This design comes from an exercise in tuning for small area, a short achievable clock period and few clock cycles per item on the open sky130 flow, not from production work. At most, simulation tests tie the RTL to the original design; equivalence was not proved. Power and IR drop assume default switching activity.

## xillybus_wrapper
module xillybus_wrapper (
    input         ap_clk,
    input         ap_rst,
    input  [31:0] in_r_dout,
    input         in_r_empty_n,
    output        in_r_read,
    output [31:0] out_r_din,
    input         out_r_full_n,
    output        out_r_write
);
For scale: about 180 cells after synthesis, about 1400 um^2 of cells after synthesis.
export LEC_CHECK = 0
export ABC_AREA = 1
export CAP_MARGIN = 20
export CORE_AREA = 2.3 2.72 58.42 59.84
export DIE_AREA = 0 0 60.5 62.2
export GPL_TIMING_DRIVEN = 0
export SETUP_SLACK_MARGIN = 3.5
export SLEW_MARGIN = 20
create_clock -name core_clock -period 7.0 [get_ports {ap_clk}]
standard.sh (not shown) runs the stock make flow with config.mk's settings and CLKGATE_MAP_FILE= SYNTH_SCRIPT=/design/flow/synth_recipe.tcl, a recipe that flattens the netlist after the stock synthesis.
==> flow/flow/run.sh <==
#!/bin/bash
# Standard ORFS layout with two changes: every port buffer starts as a
# sky130_fd_sc_hd__buf_1 (the resizer may still resize it), and the constant
# outputs share the one tie cell synthesis made instead of one tie cell each.
set -euo pipefail
bash standard.sh SKIP_REPAIR_TIE_FANOUT=1 \
  "BUFFER_PORTS_ARGS=-buffer_cell sky130_fd_sc_hd__buf_1" finish > standard_flow.log 2>&1
The baseline ran to the end with no violations.
Testbench counts at the start, summed over its fixed seeds: cycles 8,008, items 8,000.
==> next run, changes <==
- ABC_AREA: 1 -> 0
- CORE_AREA: 2.3 2.72 58.42 59.84 -> 2.3 2.72 61.64 61.2
- DIE_AREA: 0 0 60.5 62.2 -> 0 0 64 64
- GPL_TIMING_DRIVEN: 0 -> unset
- SETUP_SLACK_MARGIN: 3.5 -> 2.5
Effect: The changed run produced a clean layout; total power goes up by 22%; area after synthesis climbs by 29%; final cell count drops by 4.9%; final area came out higher by 8.7%; worst hold slack is about the same; synthesized cell count grows by 12%; wire length rose by 42%; non-clock buffer count decreases by 24.
==> next run, changes <==
==> flow/flow/run.sh (replaced) <==
#!/bin/bash
# Standard ORFS layout with three changes: every port buffer starts as a
# sky130_fd_sc_hd__buf_1 (the resizer may still resize it), the constant
# outputs share the one tie cell synthesis made instead of one tie cell each,
# and setup repair only resizes and swaps gates (no new buffers).
set -euo pipefail
bash standard.sh SKIP_REPAIR_TIE_FANOUT=1 \
  "BUFFER_PORTS_ARGS=-buffer_cell sky130_fd_sc_hd__buf_1" \
  "SETUP_MOVE_SEQUENCE=unbuffer,sizeup,swap" finish > standard_flow.log 2>&1
- ABC_AREA: 0 -> 1
- CORE_AREA: 2.3 2.72 61.64 61.2 -> 2.3 2.72 58.42 59.84
- DIE_AREA: 0 0 64 64 -> 0 0 60.5 62.2
- SETUP_SLACK_MARGIN: 2.5 -> 3.6
The new run finished clean.
Setup slack is better by 0.63 ns.
Final cell count drops by 4.4%.
Clock-buffer cell count does not change.
Clock power hardly moves.
Via count drops by 22%.
Combinational power drops by 14%.
Synthesized cell count drops by 11%.
==> next run, changes <==
==> flow/flow/run.sh (replaced) <==
#!/bin/bash
# Standard ORFS layout with two changes: every port buffer starts as a
# sky130_fd_sc_hd__buf_1 (the resizer may still resize it), and the constant
# outputs share the one tie cell synthesis made instead of one tie cell each.
set -euo pipefail
bash standard.sh SKIP_REPAIR_TIE_FANOUT=1 \
  "BUFFER_PORTS_ARGS=-buffer_cell sky130_fd_sc_hd__buf_1" finish > standard_flow.log 2>&1
- PLACE_DENSITY: unset -> 0.8
- SETUP_SLACK_MARGIN: 3.6 -> 3.3
Outcome: Worst setup slack degrades by 0.11 ns. Final area came out lower by 6.8%. Total power came out lower by 4.1%. Global-route usage came out higher by 0.97 points. Synthesized area does not change.

---

xillybus_wrapper, a different RTL version from the one above (not shown whole).
Size in the first run: ~160 cells after synthesis, about 11 flip-flops, roughly 70 I/O pins, ~0.0013 sq mm of cells after synthesis.
clock: 7.0 ns
lec_check: 0
abc_area: 1
cap_margin: 20
core_area: 2.3 2.72 58.42 59.84
die_area: 0 0 60.5 62.2
place_density: 0.8
setup_slack_margin: 3.3
slew_margin: 20
==> flow/flow/run.sh <==
#!/bin/bash
# Standard ORFS layout with two changes: every port buffer starts as a
# sky130_fd_sc_hd__buf_1 (the resizer may still resize it), and the constant
# outputs share the one tie cell synthesis made instead of one tie cell each.
set -euo pipefail
bash standard.sh SKIP_REPAIR_TIE_FANOUT=1 \
  "BUFFER_PORTS_ARGS=-buffer_cell sky130_fd_sc_hd__buf_1" finish > standard_flow.log 2>&1
Change:
Settings changed: CORE_AREA 2.3 2.72 58.42 59.84 to 2.3 2.72 61.64 61.2, DIE_AREA 0 0 60.5 62.2 to 0 0 64 64, PLACE_DENSITY 0.8 to not set, SETUP_SLACK_MARGIN 3.3 to 3.6.
Wire length increases by a few percent.
Power increases by about a fifth.
Utilization increases by 3.1 points.
Via count decreases by a few percent.
Non-clock buffer count increases by 8.
Synthesized area is unchanged.
Final cell count increases by a few percent.
Global-route usage decreases by 1.7 points.
Worst hold slack improves by 14 ps.
Die area increases by a little under a tenth.
Count of clock-buffer cells in the layout decreases by 1.
Change:
Settings changed: SETUP_SLACK_MARGIN 3.6 to 3.0.
After rerunning: Sequential cell count is unchanged; first-iteration DRC count came out higher by about 75%; worst hold slack gets worse by 4.7 ps; final area came out lower by 12%; worst setup slack loses 130 ps.
Change:
Settings changed: SETUP_SLACK_MARGIN 3.0 to 2.5.
Count of clock-buffer cells in the layout stays the same.
Setup slack stays the same.
Hold slack is unchanged.
Global-route usage stays the same.
Change:
Settings changed: CORE_AREA 2.3 2.72 61.64 61.2 to 2.3 2.72 58.42 59.84, DIE_AREA 0 0 64 64 to 0 0 60.5 62.2, SETUP_SLACK_MARGIN 2.5 to 3.3.
Effect:
- worst setup slack gets better by 29 ps
- flip-flop and latch count does not change
- total power came out higher by 3.5%
No run of this note included a check of the RTL's function; only the layout flow was run.

---

== main ==
xillybus_wrapper, a different RTL version from the one above (not shown whole).
For scale: ~200 cells after synthesis, ~11 flip-flops, about 70 I/O pins, about 0.0017 sq mm of cells after synthesis.
Design xillybus_wrapper, start of the top module:
module xillybus_wrapper (
    input         ap_clk,
    input         ap_rst,
    input  [31:0] in_r_dout,
    input         in_r_empty_n,
    output        in_r_read,
    output [31:0] out_r_din,
    input         out_r_full_n,
    output        out_r_write
);
    function [1:0] step3(input [1:0] m, input b);
        case ({m, b})
            3'b000: step3 = 2'd0;
            3'b001: step3 = 2'd1;
            3'b010: step3 = 2'd2;
            3'b011: step3 = 2'd0;
            3'b100: step3 = 2'd1;
            3'b101: step3 = 2'd2;
            default: step3 = 2'bxx;
        endcase
    endfunction
    wire [7:0] R = in_r_dout[23:16];
    wire [7:0] G = in_r_dout[15:8];
    wire [7:0] B = in_r_dout[7:0];
    reg        vld;
    reg  [9:0] s;
    wire ready = ~vld | out_r_full_n;
    assign in_r_read   = in_r_empty_n & ready;
    assign out_r_write = vld & out_r_full_n;
    always @(posedge ap_clk) begin
        if (ap_rst) vld <= 1'b0;
        else if (ready) vld <= in_r_empty_n;
        if (ready) s <= R + G + B;
    end
    reg [1:0] m [0:10];
    reg [7:0] q;
    integer i;
    always @* begin
        m[10] = 2'd0;
        for (i = 9; i >= 0; i = i - 1) m[i] = step3(m[i+1], s[i]);
        for (i = 0; i < 8; i = i + 1) q[i] = m[i+1][1] | (m[i+1][0] & s[i]);
    end
    assign out_r_din = {24'd0, q};
endmodule
==> flow/config.mk <==
export PLATFORM = sky130hd
export DESIGN_NAME = xillybus_wrapper
export DESIGN_NICKNAME = xillybus_wrapper
export VERILOG_FILES = /design/flow/design.v
export SDC_FILE = /design/flow/constraint.sdc
export NUM_CORES = 4
export LEC_CHECK = 0
export CAP_MARGIN = 20
export CORE_MARGIN = 2
export CORE_UTILIZATION = 60
export SETUP_SLACK_MARGIN = 3.6
export SLEW_MARGIN = 20
==> flow/constraint.sdc <==
create_clock -name core_clock -period 7.0 [get_ports {ap_clk}]
set_input_delay 1.4000 -clock core_clock [delete_from_list [all_inputs] [get_ports {ap_clk}]]
set_output_delay 1.4000 -clock core_clock [all_outputs]
set_load 0.01 [all_outputs]
Scripts as last shown in full above: flow/flow/run.sh
Testbench counts of main, summed over its fixed seeds: cycles 8,008, items 8,000.
For the feature branch, these inputs were changed with respect to main:
- CORE_AREA now 2.3 2.72 58.42 59.84, previously not set
- ABC_AREA now 1, previously not set
- DIE_AREA now 0 0 60.5 62.2, previously not set
- SETUP_SLACK_MARGIN now 3.3, was 3.6
- CORE_MARGIN no longer set, was 2
- CORE_UTILIZATION no longer set, was 60
Notes after the runs:
No stage failed in the feature branch, and the final checks on the layout all came back clean.
main: PASS, flow complete, no timing, DRC or antenna violations
Between the feature branch and main, it is the feature branch whose utilization is lower, by 26 points.
Comparing main and the feature branch, cell area is higher on main.
The feature branch vs main: portion of total power attributed to combinational logic down
Between the feature branch and main, the clock insertion delay at the later pin of the skew report does not differ in any meaningful way.
Sort main and the feature branch by power density of the placed cells, ascending, and main comes first.

---

RTL: one of the versions met above, not the one the previous note started from.
Size: about 11 flip-flops, roughly 70 I/O pins.
export LEC_CHECK = 0
export ABC_AREA = 1
export CAP_MARGIN = 20
export CORE_AREA = 2.3 2.72 58.42 59.84
export DIE_AREA = 0 0 60.5 62.2
export SETUP_SLACK_MARGIN = 3.55
export SLEW_MARGIN = 20
create_clock -name core_clock -period 7.0 [get_ports {ap_clk}]
Scripts as last shown in full above: flow/flow/run.sh
Testbench counts at the start, summed over its fixed seeds: cycles 8,008, items 8,000.
Next try:
SETUP_SLACK_MARGIN = 3.5   (was 3.55)
TNS_END_PERCENT = 0   (was unset)
Total power came out lower by 1.4%.
Clock skew stays flat.
Global-route usage stays flat.
Register-to-register slack barely changes.
Hold slack hardly moves.

---

Setup of job 378:
Starting RTL as in the previous note.
==> flow/config.mk <==
export PLATFORM = sky130hd
export DESIGN_NAME = xillybus_wrapper
export DESIGN_NICKNAME = xillybus_wrapper
export VERILOG_FILES = /design/flow/design.v
export SDC_FILE = /design/flow/constraint.sdc
export NUM_CORES = 4
export LEC_CHECK = 0
export ABC_AREA = 1
export CAP_MARGIN = 20
export CORE_AREA = 2.3 2.72 58.42 59.84
export DIE_AREA = 0 0 60.5 62.2
export SETUP_SLACK_MARGIN = 3.3
export SLEW_MARGIN = 20
==> flow/constraint.sdc <==
create_clock -name core_clock -period 7.0 [get_ports {ap_clk}]
set_input_delay 1.4000 -clock core_clock [delete_from_list [all_inputs] [get_ports {ap_clk}]]
set_output_delay 1.4000 -clock core_clock [all_outputs]
set_load 0.01 [all_outputs]
Scripts as last shown in full above: flow/flow/run.sh
Job 378 finished every step from synthesis to the final layout, and the layout passed the timing, design-rule and antenna checks.
Testbench counts of job 378, summed over its fixed seeds: cycles 8,008, items 8,000.
--- input diff job 378..job 450 ---
- DIE_AREA: 0 0 60.5 62.2 -> 0 0 64 64
- SETUP_SLACK_MARGIN: 3.3 -> 3.2
- CORE_AREA: 2.3 2.72 58.42 59.84 -> 2.3 2.72 61.64 61.2
- ABC_AREA: 1 -> 0
[summary]
Measured against each other, job 450 and job 378 differ in final cycle utilization of the critical path, the lower figure coming from job 378. Relative to job 378, share of cell area taken by multi-input logic gates increased by 9.4 points in job 450. Buffering stage count on the worst path with inverters included for job 450 is lower than for job 378. Delta (job 450 minus job 378): gate count after technology mapping went up, share of total power in combinational logic went up, floorplan die height went up. Maximum VDD drop: job 450 worse than job 378. Diff job 378 -> job 450: via total after detailed routing +35%, slack of the critical path dropped 390 ps.
#### Input delta (job 982 over job 450)
- changing SETUP_SLACK_MARGIN from 3.2 to 3.3
- changing ABC_AREA from 0 to 1
==> comparison <==
Of job 450 and job 982, the run reporting the lower fraction of power consumed by the clock network was job 450. Part of the cycle the worst path needs for job 982 is lower than for job 450. As far as final clock skew is concerned, job 982 and job 450 perform about the same. Re power share of the combinational group: job 450 was higher than job 982.
Edits applied to the flow inputs when going from job 982 to job 9162:
- swapping 3.3 for 3.6 in SETUP_SLACK_MARGIN
==> comparison <==
Share of the core filled with cells, job 982 and job 9162, higher one = job 9162. Of job 982 and job 9162, the higher design area belongs to job 9162. Of the two candidates, job 982 has the better total power consumption of the routed design and job 9162 the worse one. Cmp job 982 and job 9162 / setup slack / lower: job 982. From job 982 to job 9162 the numbers moved as follows: leakage component of the power went up, logic gate share of total power went up, area growth from synthesis to final layout went up. Taking job 982 as the reference, in job 9162 number of nets still failing antenna checks after routing stayed essentially flat; instance count on the critical path fell by 2. Summary of the comparison: met1 capacity usage during global routing is higher in job 9162, relative to job 982. Job 9162 ended with more global-route usage over all layers than job 982.
Inputs modified between job 9162 and job 7544:
- swapping 2.3 2.72 61.64 61.2 for 2.3 2.72 58.42 59.84 in CORE_AREA
- swapping 0 0 64 64 for 0 0 60.5 62.2 in DIE_AREA
- swapping 20 for 0 in SLEW_MARGIN
- swapping 20 for 0 in CAP_MARGIN
- swapping 3.6 for 3.5 in SETUP_SLACK_MARGIN
Job 9162 consumes more power than job 7544. Re data arrival time of the worst path: job 9162 was higher than job 7544. Job 7544 vs. job 9162: total internal power -about 3.3%, final-layout worst hold slack increased 3.4 ps, post-route fraction of the period consumed by the critical path decreased 0.40 points, cell area after layout fell about 3.4%.

---

xillybus_wrapper with an RTL version that a note above also has.
Size in the first run: about 160 cells after synthesis, about 11 flip-flops, ~70 I/O pins, roughly 1300 µm² of cells after synthesis.
==> flow/config.mk <==
export PLATFORM = sky130hd
export DESIGN_NAME = xillybus_wrapper
export DESIGN_NICKNAME = xillybus_wrapper
export VERILOG_FILES = /design/flow/design.v
export SDC_FILE = /design/flow/constraint.sdc
export NUM_CORES = 4
export LEC_CHECK = 0
export ABC_AREA = 1
export CAP_MARGIN = 20
export CORE_AREA = 2.3 2.72 61.64 61.2
export DIE_AREA = 0 0 64 64
export SETUP_SLACK_MARGIN = 3.4
export SLEW_MARGIN = 20
==> flow/constraint.sdc <==
create_clock -name core_clock -period 7.0 [get_ports {ap_clk}]
set_input_delay 1.4000 -clock core_clock [delete_from_list [all_inputs] [get_ports {ap_clk}]]
set_output_delay 1.4000 -clock core_clock [all_outputs]
set_load 0.01 [all_outputs]
Scripts as last shown in full above: flow/flow/run.sh
Testbench counts at the start, summed over its fixed seeds: cycles 8,008, items 8,000.
Then changed:
==> flow/run.sh (new file) <==
#!/bin/bash
# synth_recipe.tcl (not shown) runs the flow's synth.tcl, then flattens the netlist and writes it again
# the make line also repeats each setting of config.mk as NAME=value (left out here)
make -C /OpenROAD-flow-scripts/flow DESIGN_CONFIG=/design/flow/config.mk WORK_HOME=/design/flow/orfs CLKGATE_MAP_FILE= SYNTH_SCRIPT=/design/flow/synth_recipe.tcl finish
ABC_AREA = unset   (was 1)
ABC_CLOCK_PERIOD_IN_PS = 3400   (was unset)
CORE_AREA = unset   (was 2.3 2.72 61.64 61.2)
CORE_MARGIN = 2   (was unset)
CORE_UTILIZATION = 40   (was unset)
DIE_AREA = unset   (was 0 0 64 64)
SETUP_SLACK_MARGIN = 3.6   (was 3.4)
removed: flow/flow/run.sh
removed: flow/standard.sh
What happened: Cell count climbs by 44%. Total power went up by 39%. Count of clock-buffer cells in the layout came out higher by 1.

---

RTL: one of the versions met above, not the one the previous note started from.
Size: about 1400 um2 of cells after synthesis.
// xillybus_wrapper
module xillybus_wrapper (
    input         ap_clk,
    input         ap_rst,
    input  [31:0] in_r_dout,
    input         in_r_empty_n,
    output        in_r_read,
    output [31:0] out_r_din,
    input         out_r_full_n,
    output        out_r_write
);
    localparam K = 6;
    function [1:0] step3(input [1:0] m, input b);
        case ({m, b})
            3'b000: step3 = 2'd0;
            3'b001: step3 = 2'd1;
            3'b010: step3 = 2'd2;
            3'b011: step3 = 2'd0;
            3'b100: step3 = 2'd1;
            3'b101: step3 = 2'd2;
            default: step3 = 2'bxx;
        endcase
    endfunction
    wire [7:0] R = in_r_dout[23:16];
    wire [7:0] G = in_r_dout[15:8];
    wire [7:0] B = in_r_dout[7:0];
    wire [9:0] sum = R + G + B;
    reg [1:0] mt [K:10];
    reg [7:K] qt;
    integer i;
    always @* begin
        mt[10] = 2'd0;
        for (i = 9; i >= K; i = i - 1) mt[i] = step3(mt[i+1], sum[i]);
        for (i = K; i < 8; i = i + 1) qt[i] = mt[i+1][1] | (mt[i+1][0] & sum[i]);
    end
    reg          vld;
    reg  [7:K]   qh;      
    reg  [1:0]   mh;      
    reg  [K-1:0] sl;      
    wire ready = ~vld | out_r_full_n;
    assign in_r_read   = in_r_empty_n & ready;
    assign out_r_write = vld & out_r_full_n;
    always @(posedge ap_clk) begin
        if (ap_rst) vld <= 1'b0;
        else if (ready) vld <= in_r_empty_n;
        if (ready) begin
            qh <= qt;
  ...
clock: 7.0 ns
lec_check: 0
abc_area: 1
cap_margin: 20
core_area: 2.3 2.72 58.42 59.84
die_area: 0 0 60.5 62.2
setup_slack_margin: 3.5
slew_margin: 20
==> flow/flow/run.sh <==
#!/bin/bash
# Standard ORFS layout with two changes: every port buffer starts as a
# sky130_fd_sc_hd__buf_1 (the resizer may still resize it), and the constant
# outputs share the one tie cell synthesis made instead of one tie cell each.
set -euo pipefail
bash standard.sh SKIP_REPAIR_TIE_FANOUT=1 \
  "BUFFER_PORTS_ARGS=-buffer_cell sky130_fd_sc_hd__buf_1" finish > standard_flow.log 2>&1
Testbench counts at the start, summed over its fixed seeds: cycles 8,008, items 8,000.
Next try:
==> flow/flow/run.sh (replaced) <==
#!/bin/bash
# Standard ORFS layout with three changes: every port buffer starts as a
# sky130_fd_sc_hd__buf_1 (the resizer may still resize it), the constant
# outputs share the one tie cell synthesis made instead of one tie cell each,
# and setup repair only resizes and swaps gates (no new buffers).
set -euo pipefail
bash standard.sh SKIP_REPAIR_TIE_FANOUT=1 \
  "BUFFER_PORTS_ARGS=-buffer_cell sky130_fd_sc_hd__buf_1" \
  "SETUP_MOVE_SEQUENCE=unbuffer,sizeup,swap" finish > standard_flow.log 2>&1
--- a/flow/config.mk
+++ b/flow/config.mk
@@ -11,3 +11,3 @@
 export DIE_AREA = 0 0 60.5 62.2
-export SETUP_SLACK_MARGIN = 3.5
+export SETUP_SLACK_MARGIN = 3.8
 export SLEW_MARGIN = 20
After rerunning:
- first-iteration DRC count drops by well over a third
- die area does not change
- design area climbs by roughly a tenth
- setup slack gets better by 0.014 ns
- global-route usage climbs by 0.70 points
- fmax climbs slightly
Next try:
==> flow/flow/run.sh (replaced) <==
#!/bin/bash
# Standard ORFS layout with two changes: every port buffer starts as a
# sky130_fd_sc_hd__buf_1 (the resizer may still resize it), and the constant
# outputs share the one tie cell synthesis made instead of one tie cell each.
set -euo pipefail
bash standard.sh SKIP_REPAIR_TIE_FANOUT=1 \
  "BUFFER_PORTS_ARGS=-buffer_cell sky130_fd_sc_hd__buf_1" finish > standard_flow.log 2>&1
--- a/flow/config.mk
+++ b/flow/config.mk
@@ -11,3 +11,3 @@
 export DIE_AREA = 0 0 60.5 62.2
-export SETUP_SLACK_MARGIN = 3.8
+export SETUP_SLACK_MARGIN = 3.4
 export SLEW_MARGIN = 20
The changed run produced a clean layout.
Core utilization is lower by 5.0 points.
Global-route usage is lower by 0.70 points.
Clock power is higher by about 2%.
Next try:
--- a/flow/config.mk
+++ b/flow/config.mk
@@ -9,5 +9,5 @@
 export CAP_MARGIN = 20
-export CORE_AREA = 2.3 2.72 58.42 59.84
-export DIE_AREA = 0 0 60.5 62.2
-export SETUP_SLACK_MARGIN = 3.4
+export CORE_AREA = 2.3 2.72 61.64 61.2
+export DIE_AREA = 0 0 64 64
+export SETUP_SLACK_MARGIN = 3.0
 export SLEW_MARGIN = 20
Sequential share of layout area is about the same.
Via count goes down by about 1%.
Final area is about the same.
Setup slack degrades by 0.094 ns.
Total power hardly moves.
Wire length rose by about 4%.
Utilization is lower by 2.5 points.

## re-timing with driven ports
How much do the figures lean on ideal ports? The routed layouts below were timed once more, with nothing changed but the port constraints. Step 1 sets driving cells, clkbuf_16 on the clock port and buf_2 on the other inputs (assumed; they add their load-dependent delay and slew). Step 2 also shifts input and output timing later by t, the mid clock arrival at the registers, as if the neighbouring blocks saw the same clock. Slacks: ideal / step 1 / step 2; pairs: ideal / step 1.
| run | t, ns | setup slack, ns | hold WS [ns] | worst data-port slew with drivers (ns) |
|---|---|---|---|---|
| the first run of note 1 | 0.279 | 3.638 / 3.638 / 3.359 | 0.827 / 0.827 / 0.827 | 0.03 |
| the second run of note 1 | 0.277 | 3.046 / 3.046 / 2.769 | 0.829 / 0.829 / 0.829 | 0.03 |
| the third run of note 1 | 0.279 | 3.674 / 3.662 / 3.383 | 0.793 / 0.793 / 0.793 | 0.04 |
| the fourth run of note 1 | 0.278 | 3.560 / 3.560 / 3.282 | 0.814 / 0.814 / 0.814 | 0.03 |
| the first run of note 2 | 0.280 | 3.449 / 3.448 / 3.167 | 0.783 / 0.783 / 0.783 | 0.03 |
| the second run of note 2 | 0.277 | 3.560 / 3.550 / 3.274 | 0.797 / 0.797 / 0.797 | 0.04 |
| the third run of note 2 | 0.279 | 3.429 / 3.424 / 3.146 | 0.792 / 0.792 / 0.792 | 0.03 |
| the fourth run of note 2 | 0.279 | 3.429 / 3.424 / 3.146 | 0.792 / 0.792 / 0.792 | 0.03 |
| the fifth run of note 2 | 0.281 | 3.459 / 3.457 / 3.176 | 0.822 / 0.822 / 0.822 | 0.03 |
| main | 0.283 | 3.060 / 3.039 / 3.323 | 0.705 / 0.705 / 0.705 | 0.03 |
| the feature branch | 0.274 | 3.445 / 3.425 / 3.336 | 0.785 / 0.785 / 0.785 | 0.03 |
| the first run of note 4 | 0.280 | 3.708 / 3.708 / 3.428 | 0.802 / 0.802 / 0.802 | 0.03 |
| the second run of note 4 | 0.282 | 3.697 / 3.694 / 3.412 | 0.800 / 0.800 / 0.800 | 0.03 |
| job 378 | 0.282 | 3.582 / 3.580 / 3.297 | 0.802 / 0.802 / 0.802 | 0.03 |
| job 450 | 0.274 | 3.192 / 3.192 / 2.918 | 0.677 / 0.677 / 0.677 | 0.03 |
| job 982 | 0.277 | 3.541 / 3.541 / 3.264 | 0.797 / 0.797 / 0.797 | 0.03 |
| job 9162 | 0.281 | 3.669 / 3.655 / 3.374 | 0.797 / 0.797 / 0.797 | 0.04 |
| job 7544 | 0.282 | 3.697 / 3.694 / 3.412 | 0.800 / 0.800 / 0.800 | 0.03 |
| the first run of note 6 | 0.280 | 3.481 / 3.460 / 3.376 | 0.780 / 0.780 / 0.780 | 0.03 |
| the second run of note 6 | 0.254 | 3.134 / 3.110 / 3.364 | 0.745 / 0.745 / 0.745 | 0.04 |
| the first run of note 7 | 0.282 | 3.697 / 3.694 / 3.412 | 0.800 / 0.800 / 0.800 | 0.03 |
| the second run of note 7 | 0.277 | 3.711 / 3.701 / 3.424 | 0.809 / 0.809 / 0.809 | 0.04 |
| the third run of note 7 | 0.282 | 3.635 / 3.632 / 3.350 | 0.802 / 0.802 / 0.802 | 0.03 |
| the fourth run of note 7 | 0.277 | 3.541 / 3.541 / 3.264 | 0.797 / 0.797 / 0.797 | 0.03 |
After both steps setup and hold are still met in every run listed. For job 9162, which loses most, drivers alone change the setup slack by -0.014 ns; drivers and shift together by -0.295 ns.
